What follows belongs to an exercise in optimizing a design on an open flow for small area; a production flow would make more cautious choices. Only simulation tests tie the RTL to the original design; equivalence was not proved. Power and IR drop assume default switching activity.

$ cat flow/design.v
module clkdiv(CLK, RST, CLK_DIV);
	input CLK;
	input RST;
	output CLK_DIV;
	reg [31:0]counter;
	wire CLK_DIV;
	parameter divider = 32'd1;
	always @(posedge CLK)
	begin
		if(RST)
			counter <= 0;
		else if(counter == 0)
			counter <= divider;
		else
			counter <= counter - 1;
	end
	assign CLK_DIV = (counter == 1);
endmodule
module uart_tx(CLK, RST, TX_START, TX_DATA, TX_BUSY, TX_PIN);
	input CLK;
	input RST;
	input TX_START;
	input[7:0] TX_DATA;
	output TX_PIN;
	output TX_BUSY;
	reg[3:0] state;
	reg[7:0] tx_buf;
	wire tx_ready;
	assign tx_ready = (state == 0);
	assign TX_BUSY = ~tx_ready;
	wire uart_clk;
	clkdiv uart_div(.CLK(CLK), .RST(RST), .CLK_DIV(uart_clk));
	defparam uart_div.divider = 32'd434;  
	always @(posedge CLK) begin
		if(RST) begin
			tx_buf <= 0;
			state <= 0;
		end else if(tx_ready && TX_START) begin
			tx_buf <= TX_DATA;  
			state <= 4'b0110;
		end else if(uart_clk && state >= 4'b0110) begin
			if(state[3] & uart_clk)
				tx_buf <= (tx_buf >> 1);  
			state <= state + 1;
		end
	end
	assign TX_PIN = (state <= 4'b10 | state == 4'b0110) | (state[3] & tx_buf[0]);
endmodule
module uart_rx(CLK, RST, RX_DATA, RX_RECV, RX_PIN);
	localparam OVERSAMPLING = 16;
	localparam OVERSAMPLING_LOG = 4;  
	input CLK;
	input RST;
	input RX_PIN;
	output reg[7:0] RX_DATA;
	output reg RX_RECV;
	wire clk_oversample;
	reg[4:0] state;
	reg[2:0] filter;
	reg[31:0] counter;
	reg rx_filtered;
	reg[OVERSAMPLING_LOG-1:0] oversample_cnt;
	wire sample = clk_oversample && (oversample_cnt == OVERSAMPLING-1);
	clkdiv oversample_div(.CLK(CLK), .RST(RST), .CLK_DIV(clk_oversample));
	defparam oversample_div.divider = 32'd27;  
	always @(posedge CLK)
	begin
		if(RST) begin
			filter <= 0;
			rx_filtered <= 0;
			oversample_cnt <= 0;
		end else if(clk_oversample) begin
			if(RX_PIN && filter != 3'b111)
				filter <= filter + 3'b1;
			else if(!RX_PIN && filter != 3'b00)
				filter <= filter - 3'b1;
			if(filter == 3'b111)
				rx_filtered <= 1;
			else if(filter == 3'b000)
				rx_filtered <= 0;
			oversample_cnt <= state == 0 ? 4'd8 : oversample_cnt + 4'd1;
		end
	end
	always @(posedge CLK)
	begin
		if(RST) begin
			counter <= 0;
			state <= 0;
			RX_DATA <= 0;
		end else if(counter < 32'd2000000)
			counter <= counter +1;
		else if(state == 5'b00000 && rx_filtered == 0)
			state <= 5'b00111;
		else if(sample) begin
			if(state < 5'b10000)
				state <= state + 1;
			else
				state <= 5'b00000;
			if(state[3])
				RX_DATA <= { rx_filtered, RX_DATA[7:1]};
		end
		RX_RECV <= !RST && (sample && state == 5'b10000 && rx_filtered);
	end
endmodule
module hex_num(HPIN, VAL);
	localparam[6:0] H0 = 7'b0000001;
	localparam[6:0] H1 = 7'b1000000;
	localparam[6:0] H2 = 7'b0001000;
	localparam[6:0] V0 = 7'b0100000;
	localparam[6:0] V1 = 7'b0000010;
	localparam[6:0] V2 = 7'b0010000;
	localparam[6:0] V3 = 7'b0000100;
	output[6:0] HPIN;
	input[3:0] VAL;
	reg[6:0] disp_val;
	assign HPIN = ~disp_val;
	always @(*)
	begin
		case(VAL)
			4'd0: disp_val = (H0 | H2 | V0 | V1 | V2 | V3);
			4'd1: disp_val = (V1 | V3);
			4'd2: disp_val = (H0 | H1 | H2 | V1 | V2);
			4'd3: disp_val = (H0 | H1 | H2 | V1 | V3);
			4'd4: disp_val = (H1 | V0 | V1 | V3);
			4'd5: disp_val = (H0 | H1 | H2 | V0 | V3);
			4'd6: disp_val = (H1 | H2 | V0 | V2 | V3);
			4'd7: disp_val = (H0 | V1 | V3);
			4'd8: disp_val = (H0 | H1 | H2 | V0 | V1 | V2 | V3);
			4'd9: disp_val = (H0 | H1 | H2 | V0 | V1 | V3);
			4'd10: disp_val = (H1);  
			default: disp_val = 0;
		endcase
	end
endmodule
module rs232_interface_top(CLOCK_50, RST, UART_TXD, UART_RXD, LEDG,LEDR, KEY, SW, HEX0, HEX1, HEX2, HEX3, HEX4, HEX5, HEX6, HEX7);
	localparam ST_WAITING = 0;
	localparam ST_SEND    = 1;
	localparam PKTST_START = 0;
	localparam PKTST_CMD   = 1;
	localparam PKTST_LEN   = 2;
	localparam PKTST_DATA  = 3;
	localparam[7:0] CMD_KEY = 0;
	localparam[7:0] CMD_SW = 1;
	localparam[7:0] CMD_LEDG = 2;
	localparam[7:0] CMD_LEDR = 3;
	localparam[7:0] CMD_SET_HEX = 4;
	input CLOCK_50;
	input RST;
	output UART_TXD;
	input UART_RXD;
	output[7:0] LEDG;
	output[17:0] LEDR;
	input [4:0] KEY;
	input [17:0] SW;
	output[6:0] HEX0;
	output[6:0] HEX1;
	output[6:0] HEX2;
	output[6:0] HEX3;
	output[6:0] HEX4;
	output[6:0] HEX5;
	output[6:0] HEX6;
	output[6:0] HEX7;
	reg[7:0] tx_out;
	wire tx_busy;
	reg tx_start;
	wire[7:0] rx_in;
	wire rx_recv;
	reg[1:0] state;
	reg[4:0] last_key;
	reg[17:0] last_sw;
	reg[7:0] ledg_vals;
	reg[17:0] ledr_vals;
	reg[31:0] hex_vals;
	reg[1:0] send_st;
	reg[7:0] send_cmd;
	reg[31:0] send_data;
	reg[7:0] send_len;
	reg[127:0] recv_buf;
	reg[4:0] recv_cnt;
	reg[1:0] recv_state;
	reg[7:0] recv_cur_cmd;
	reg[7:0] recv_cur_len;
	reg[7:0] recv_cur_read;
	reg[17:0] recv_cur_data;    
	uart_tx tx(.CLK(CLOCK_50), .RST(RST), .TX_START(tx_start), .TX_DATA(tx_out), .TX_BUSY(tx_busy), .TX_PIN(UART_TXD));
	uart_rx rx(.CLK(CLOCK_50), .RST(RST), .RX_DATA(rx_in), .RX_RECV(rx_recv), .RX_PIN(UART_RXD));
	hex_num h0(HEX0, hex_vals[3:0]);
	hex_num h1(HEX1, hex_vals[7:4]);
	hex_num h2(HEX2, hex_vals[11:8]);
	hex_num h3(HEX3, hex_vals[15:12]);
	hex_num h4(HEX4, hex_vals[19:16]);
	hex_num h5(HEX5, hex_vals[23:20]);
	hex_num h6(HEX6, hex_vals[27:24]);
	hex_num h7(HEX7, hex_vals[31:28]);
	assign LEDG = ledg_vals;
	assign LEDR = ledr_vals;
	wire recv_pop = (state == ST_WAITING) && (recv_cnt != 0);
	wire recv_push = rx_recv && (recv_pop || recv_cnt != 5'd16);
	wire[7:0] recv_byte = recv_buf >> {recv_cnt - 5'd1, 3'b000};
	wire[17:0] recv_cur_data_nxt = {recv_cur_data[9:0], recv_byte};
	wire[7:0] send_len_nxt = (send_st == PKTST_DATA) ? send_len - 8'd1 : send_len;
	task start_send;
	input[7:0] cmd, len;
	input[31:0] data;
	begin
		send_len <= len;
		send_data <= data;
		send_cmd <= cmd;
		state <= ST_SEND;
	end
	endtask
	task handle_pkt;
	input[7:0] cmd, len;
	input[17:0] data;
	begin
		case(cmd)
		CMD_LEDG: ledg_vals <= data[7:0];
		CMD_LEDR: ledr_vals <= data[17:0];
		CMD_SET_HEX:
			case(data[15:8])
				0: hex_vals[3:0] <= data[3:0];
				1: hex_vals[7:4] <= data[3:0];
				2: hex_vals[11:8] <= data[3:0];
				3: hex_vals[15:12] <= data[3:0];
				4: hex_vals[19:16] <= data[3:0];
				5: hex_vals[23:20] <= data[3:0];
				6: hex_vals[27:24] <= data[3:0];
				7: hex_vals[31:28] <= data[3:0];
			endcase
		endcase
	end
	endtask
	task handle_recv_byte;
	begin
		case(recv_state)
		PKTST_CMD: recv_cur_cmd <= recv_byte;
		PKTST_LEN: recv_cur_len <= recv_byte;
		PKTST_DATA: begin
				recv_cur_data <= recv_cur_data_nxt;
				recv_cur_read <= recv_cur_read + 1;
			end
		endcase
		if(recv_state != PKTST_DATA && (recv_state != PKTST_START || recv_byte == 8'hff))
			recv_state <= recv_state + 1;
		if(recv_state == PKTST_DATA && recv_cur_read+1 >= recv_cur_len) begin
			handle_pkt(recv_cur_cmd, recv_cur_len, recv_cur_data_nxt);
			recv_state <= PKTST_START;
			recv_cur_read <= 0;
			recv_cur_data <= 0;
		end
	end
	endtask
	always @(posedge CLOCK_50)
	begin
		if(RST) begin
			tx_out <= 0;
			tx_start <= 0;
			state <= ST_WAITING;
			last_key <= 0;
			last_sw <= 0;
			ledg_vals <= 0;
			ledr_vals <= 0;
			hex_vals <= 0;
			send_st <= PKTST_START;
			send_cmd <= 0;
			send_data <= 0;
			send_len <= 0;
			recv_buf <= 0;
			recv_cnt <= 0;
			recv_state <= PKTST_START;
			recv_cur_cmd <= 0;
			recv_cur_len <= 0;
			recv_cur_read <= 0;
			recv_cur_data <= 0;
		end else begin
		if(!tx_busy && tx_start)
			tx_start <= 0;
		if(recv_push)
			recv_buf <= (recv_buf << 8) | rx_in;
		recv_cnt <= recv_cnt + recv_push - recv_pop;
		case(state)
		ST_WAITING:
			if(recv_cnt > 0) begin
				handle_recv_byte();              
			end else if(last_key != KEY) begin  
				start_send(CMD_KEY, 1, ~KEY);
				last_key <= KEY;
			end else if(last_sw != SW) begin    
				start_send(CMD_SW, 3, SW);
				last_sw <= SW;
			end
		ST_SEND:
			if(!tx_busy && !tx_start) begin
				case(send_st)
				PKTST_START: tx_out <= 8'hff;
				PKTST_CMD: tx_out <= send_cmd;
				PKTST_LEN: tx_out <= send_len;
				PKTST_DATA:
				begin
					tx_out <= send_data[7:0];
					send_data <= send_data >> 8;
				end
				endcase
				send_len <= send_len_nxt;
				tx_start <= 1;
				if(send_st >= PKTST_LEN && send_len_nxt == 0) begin
					send_st <= PKTST_START;
					state <= ST_WAITING;
				end else if(send_st != PKTST_DATA)
					send_st <= send_st + 1;
			end
		default:
			state <= ST_WAITING;
		endcase
		end
	end
endmodule
$ cat flow/run.sh
#!/bin/bash
# synth_recipe.tcl (not shown) runs the flow's synth.tcl, then flattens the netlist and writes it again
# the make line also repeats each setting of config.mk as NAME=value (left out here)
make -C /OpenROAD-flow-scripts/flow DESIGN_CONFIG=/design/flow/config.mk WORK_HOME=/design/flow/orfs CLKGATE_MAP_FILE= SYNTH_SCRIPT=/design/flow/synth_recipe.tcl finish
$ cat flow/config.mk
export PLATFORM = sky130hd
export DESIGN_NAME = rs232_interface_top
export DESIGN_NICKNAME = rs232_interface_top
export VERILOG_FILES = /design/flow/design.v
export SDC_FILE = /design/flow/constraint.sdc
export NUM_CORES = 4
export LEC_CHECK = 0
export CAP_MARGIN = 20
export CORE_MARGIN = 2
export CORE_UTILIZATION = 40
export SLEW_MARGIN = 20
$ cat flow/constraint.sdc
create_clock -name core_clock -period 20.0 [get_ports {CLOCK_50}]
set_input_delay 4.0000 -clock core_clock [delete_from_list [all_inputs] [get_ports {CLOCK_50}]]
set_output_delay 4.0000 -clock core_clock [all_outputs]
set_load 0.01 [all_outputs]
==> impl_metrics.ini <==
[die]
ioPinCount = 109
core_mm2 = 0.05477
initial_core_util = 0.4024
die_w_um = 238.7
die_y_um = 238.7
fp_rows = 86
die_area_mm2 = 0.05700

[status]
result_of_the_run = finished clean

[worst_setup_path]
timing.critical_path.arrival_ps = 2270
setup.reg_to_reg.worst_slack_ps = 15290
crit_path_start_kind = register
critical_setup_path_kind = reg -> out
worst_ep_required_time_ps = 16000
worst_path_fanout_max = 4
worst_setup_path_end_kind = output port

[global_route]
grt-ovfl-total = 0
global_route_wire_length_before_repair_um = 83610
initial_antenna_violation_count = 0
first_global_vias = 16870
grt_max_degree = 144
grt.total_usage = 0.1743

[cells_and_area]
num-fill-cells = 5176
fin_nets = 2761
post-route-util = 0.4640
flow.area_growth_from_synthesis_pct = 15.31
drive_above_1_share = 0.06088
insertedDiodeCount = 0
final_cell_area_mm2 = 0.02542

[clock_network]
ctsRootBufferMaster = sky130_fd_sc_hd__clkbuf_16
clock_path_buffers = 3
htreeDepth = 2
cts_tree = done
cts_buffers = 52
post_cts_resized = 0
clock_latency_ps = 610
clock-sinks = 477
cts_post_setup_buffers_inserted = 0
cts-hold-fix-buffers = 0
clock_pin_slew_worst_setup_and_hold_paths_ps = 60

[placement]
finalWeightedCongestion = 0.7975
number_of_port_buffers = 108
worst_slack_at_placement_ps = 13050
post_dp_cell_area_mm2 = 0.02352
dpl.hpwl_um = 32960

[logic_synthesis]
post_synth_fa_ha_maj_area_fraction = 0.04780
ys_dominant_reg_cell = sky130_fd_sc_hd__dfxtp_1
synth-seq-area-share = 0.4332
post_synth_xor_area_fraction = 0.04609
postSynthNetCount = 2746
yosys_reg_bits = 477
avgSynthCellArea_um2 = 8.358
synth.distinct_cells = 69
synthMuxAreaShare = 0.06903
post_synth_edffs = 0
ys_warnings = 6
synth_async_sr_flop_share = 0
synth_top_family_by_area = simple AND/OR/NAND/NOR gates
synth-compound-area-share = 0.1340
synth_area_mm2 = 0.02204
post_synth_and_or_nand_nor_area_fraction = 0.2165
synth_cells = 2637

[drt]
remaining_drc_errors = 0
drt-wirelength-per-cell_um = 15.02
via_count = 17870
routed_wl_um = 51030
initialDrtViolationCount = 1228
post_drt_via_cell_ratio = 5.260
antenna_left = 0
drt_pre_antenna_iters = 5

[power]
power.density_cell_area_mw_per_mm2 = 128.9
max_rail_drop_vdd_mv = 0.08346
leakage_power_uw = 0.01002

[timing]
fmaxAchievable_ghz = 0.1594
report.final.slew_viol_count = 0
post-route-worst-setup-slack_ps = 13730
final.min_clock_period_ps = 6275
maxSlewHeadroom = 0.2100
setup_violations = 0
finalHoldWorstSlack_ps = 446.1
final_hold_viol_count = 0
fin_setup_tns_ps = 0
skew_ps = 29.46
max_slew.worst_pin.slew_ps = 1181
timing.final.crit_share = 0.3137
rsz0062_at_grt = no

[hold_path]
timing.hold.worst.class = reg -> reg

[run]
cap_violations = 0
[metal layers]
layer  GRT usage  up-vias  wire length (µm)
met1      0.2420     8476             24950
li1            -     9012                 -
met4     0.04924        0               917
met3     0.02552       64              2138
met5           0        -                 0
met2      0.2813      320             23020
[cell usage in the layout (no fill, tap or decap), types with 34 or more instances in the layout]
master / count
sky130_fd_sc_hd__xnor2_1: 56
sky130_fd_sc_hd__o22ai_1: 41
sky130_fd_sc_hd__nor3_1: 76
sky130_fd_sc_hd__nor3b_1: 45
sky130_fd_sc_hd__o21ai_0: 65
sky130_fd_sc_hd__nor2_1: 255
sky130_fd_sc_hd__a21oi_1: 242
sky130_fd_sc_hd__xor2_1: 55
sky130_fd_sc_hd__ha_1: 80
sky130_fd_sc_hd__mux2i_1: 110
sky130_fd_sc_hd__a211oi_1: 34
sky130_fd_sc_hd__dfxtp_1: 476
sky130_fd_sc_hd__nand3_1: 57
sky130_fd_sc_hd__inv_1: 131
sky130_fd_sc_hd__clkdlybuf4s50_1: 107
sky130_fd_sc_hd__clkbuf_16: 52
sky130_fd_sc_hd__nand2_1: 393
[synthesized netlist by cell type (9+ instances only)]
master / count / share of area
sky130_fd_sc_hd__a221oi_1: 9 / 0.0036
sky130_fd_sc_hd__buf_1: 9 / 0.0015
sky130_fd_sc_hd__nor3b_1: 46 / 0.016
sky130_fd_sc_hd__and3_1: 15 / 0.0043
sky130_fd_sc_hd__mux2_2: 21 / 0.011
sky130_fd_sc_hd__nor3_1: 76 / 0.017
sky130_fd_sc_hd__o211ai_1: 16 / 0.0054
sky130_fd_sc_hd__buf_2: 16 / 0.0036
sky130_fd_sc_hd__nor2b_1: 25 / 0.0071
sky130_fd_sc_hd__a21oi_1: 242 / 0.055
sky130_fd_sc_hd__and2_1: 10 / 0.0028
sky130_fd_sc_hd__nand2b_1: 15 / 0.0043
sky130_fd_sc_hd__nor2_1: 255 / 0.043
sky130_fd_sc_hd__or2_2: 9 / 0.0026
sky130_fd_sc_hd__xnor2_1: 56 / 0.022
sky130_fd_sc_hd__a21o_1: 23 / 0.0078
sky130_fd_sc_hd__o22ai_1: 41 / 0.012
sky130_fd_sc_hd__nand3_1: 57 / 0.013
sky130_fd_sc_hd__dfxtp_1: 477 / 0.43
sky130_fd_sc_hd__nand4_1: 29 / 0.0082
sky130_fd_sc_hd__o21ai_0: 67 / 0.015
sky130_fd_sc_hd__nand2_1: 393 / 0.067
sky130_fd_sc_hd__ha_1: 81 / 0.046
sky130_fd_sc_hd__clkbuf_1: 140 / 0.024
sky130_fd_sc_hd__nand3b_1: 21 / 0.0072
sky130_fd_sc_hd__a22oi_1: 11 / 0.0037
sky130_fd_sc_hd__nor4_1: 26 / 0.0074
sky130_fd_sc_hd__inv_1: 131 / 0.022
sky130_fd_sc_hd__mux2i_1: 110 / 0.050
sky130_fd_sc_hd__a211oi_1: 34 / 0.012
sky130_fd_sc_hd__or3_1: 33 / 0.0094
sky130_fd_sc_hd__a31oi_1: 9 / 0.0026
sky130_fd_sc_hd__xor2_1: 55 / 0.022
[kinds of logic (layout without fill, tap and decap cells)]
family          count (synthesis)  in the layout
mux                           139            139
flops                         477            477
xor+xnor                      113            113
compound gates                495            495
buf+inv                       301            358
fa+ha+maj                      83             83
simple gates                 1029           1029
[worst max-delay path, cell delays in order, from the launching register on]
cell	delay, ps
sky130_fd_sc_hd__dfxtp_1	400
sky130_fd_sc_hd__inv_1	100
sky130_fd_sc_hd__ha_1	200
sky130_fd_sc_hd__nor3_1	120
sky130_fd_sc_hd__a21oi_1	50
sky130_fd_sc_hd__mux2_2	270
sky130_fd_sc_hd__clkdlybuf4s50_1	540
[where the power goes]
group	switching (µW)	leakage, µW	internal, µW
clock	401	0.000919	638
sequential	79.1	0.00386	1040
combinational	711	0.00524	403
total	1190	0.0100	2080
[area by class of cell]
cell class / count / area (µm²) / area share
Multi-Input combinational cell: 1859 / 11350 / 0.4466
Sequential cell: 477 / 9550 / 0.3758
Clock buffer: 74 / 1534 / 0.06036
Timing Repair Buffer: 130 / 1255 / 0.04938
Tap cell: 704 / 880.8 / 0.03466
Inverter: 132 / 495.5 / 0.01949
Clock inverter: 22 / 350.3 / 0.01378
[sequential cells by signal, indices dropped and copies added, names as in the netlist, 8 cells and up]
register and flops:
rx.oversample_div.counter 32, tx_out 8, hex_vals 32, rx.RX_DATA 8
rx.counter 32, ledr_vals 18, tx.uart_div.counter 32, send_data 20
send_len 8, recv_cur_data 10, recv_cur_cmd 8, tx.tx_buf 8
recv_cur_read 8, last_sw 18, recv_buf 128, ledg_vals 8
recv_cur_len 8
[stage by stage]
step / instances / total power (µW)
after global routing: 3398 / 3479
after CTS: 3397 / 3307
after floorplan: 2637 / 1942
final: 3398 / 3276
after detailed placement: 3301 / 2251
after global placement: 3301 / 2223
[path summary, 6_finish.rpt]
path	from	endpoint	cells after the start
max	tx.state[0]$_SDFFE_PP0P_	UART_TXD	6
max reg2reg	recv_cnt[1]$_SDFF_PP0_	h6.disp_val[0]$_DFF_P_	11
min	recv_buf[96]$_SDFFE_PP0P_	recv_buf[104]$_SDFFE_PP0P_	2
min reg2reg	recv_buf[96]$_SDFFE_PP0P_	recv_buf[104]$_SDFFE_PP0P_	2

afterwards: timing with drivers on the ports:
The results above use ideal ports. As a check the final layout listed here was re-extracted and re-timed, cells and wires unchanged.
Step 1 assumes that a clkbuf_16 drives the clock port and a buf_2 every other input.
Step 2, shift: input delay + t, output delay - t, t = (earliest + latest rising clock arrival at the registers) / 2. This alone moves slack from input paths to output paths.
Slacks: no drivers / after step 1 / after step 2; pairs: no drivers / after step 1.
t, ns: 0.651
setup WS [ns]: 13.725 / 13.670 / 13.230
worst hold slack (ns): 0.446 / 0.446 / 0.446
After both steps this run still meets setup and hold. The setup slack of this run moves by -0.055 ns with the drivers and by -0.495 ns with both steps.
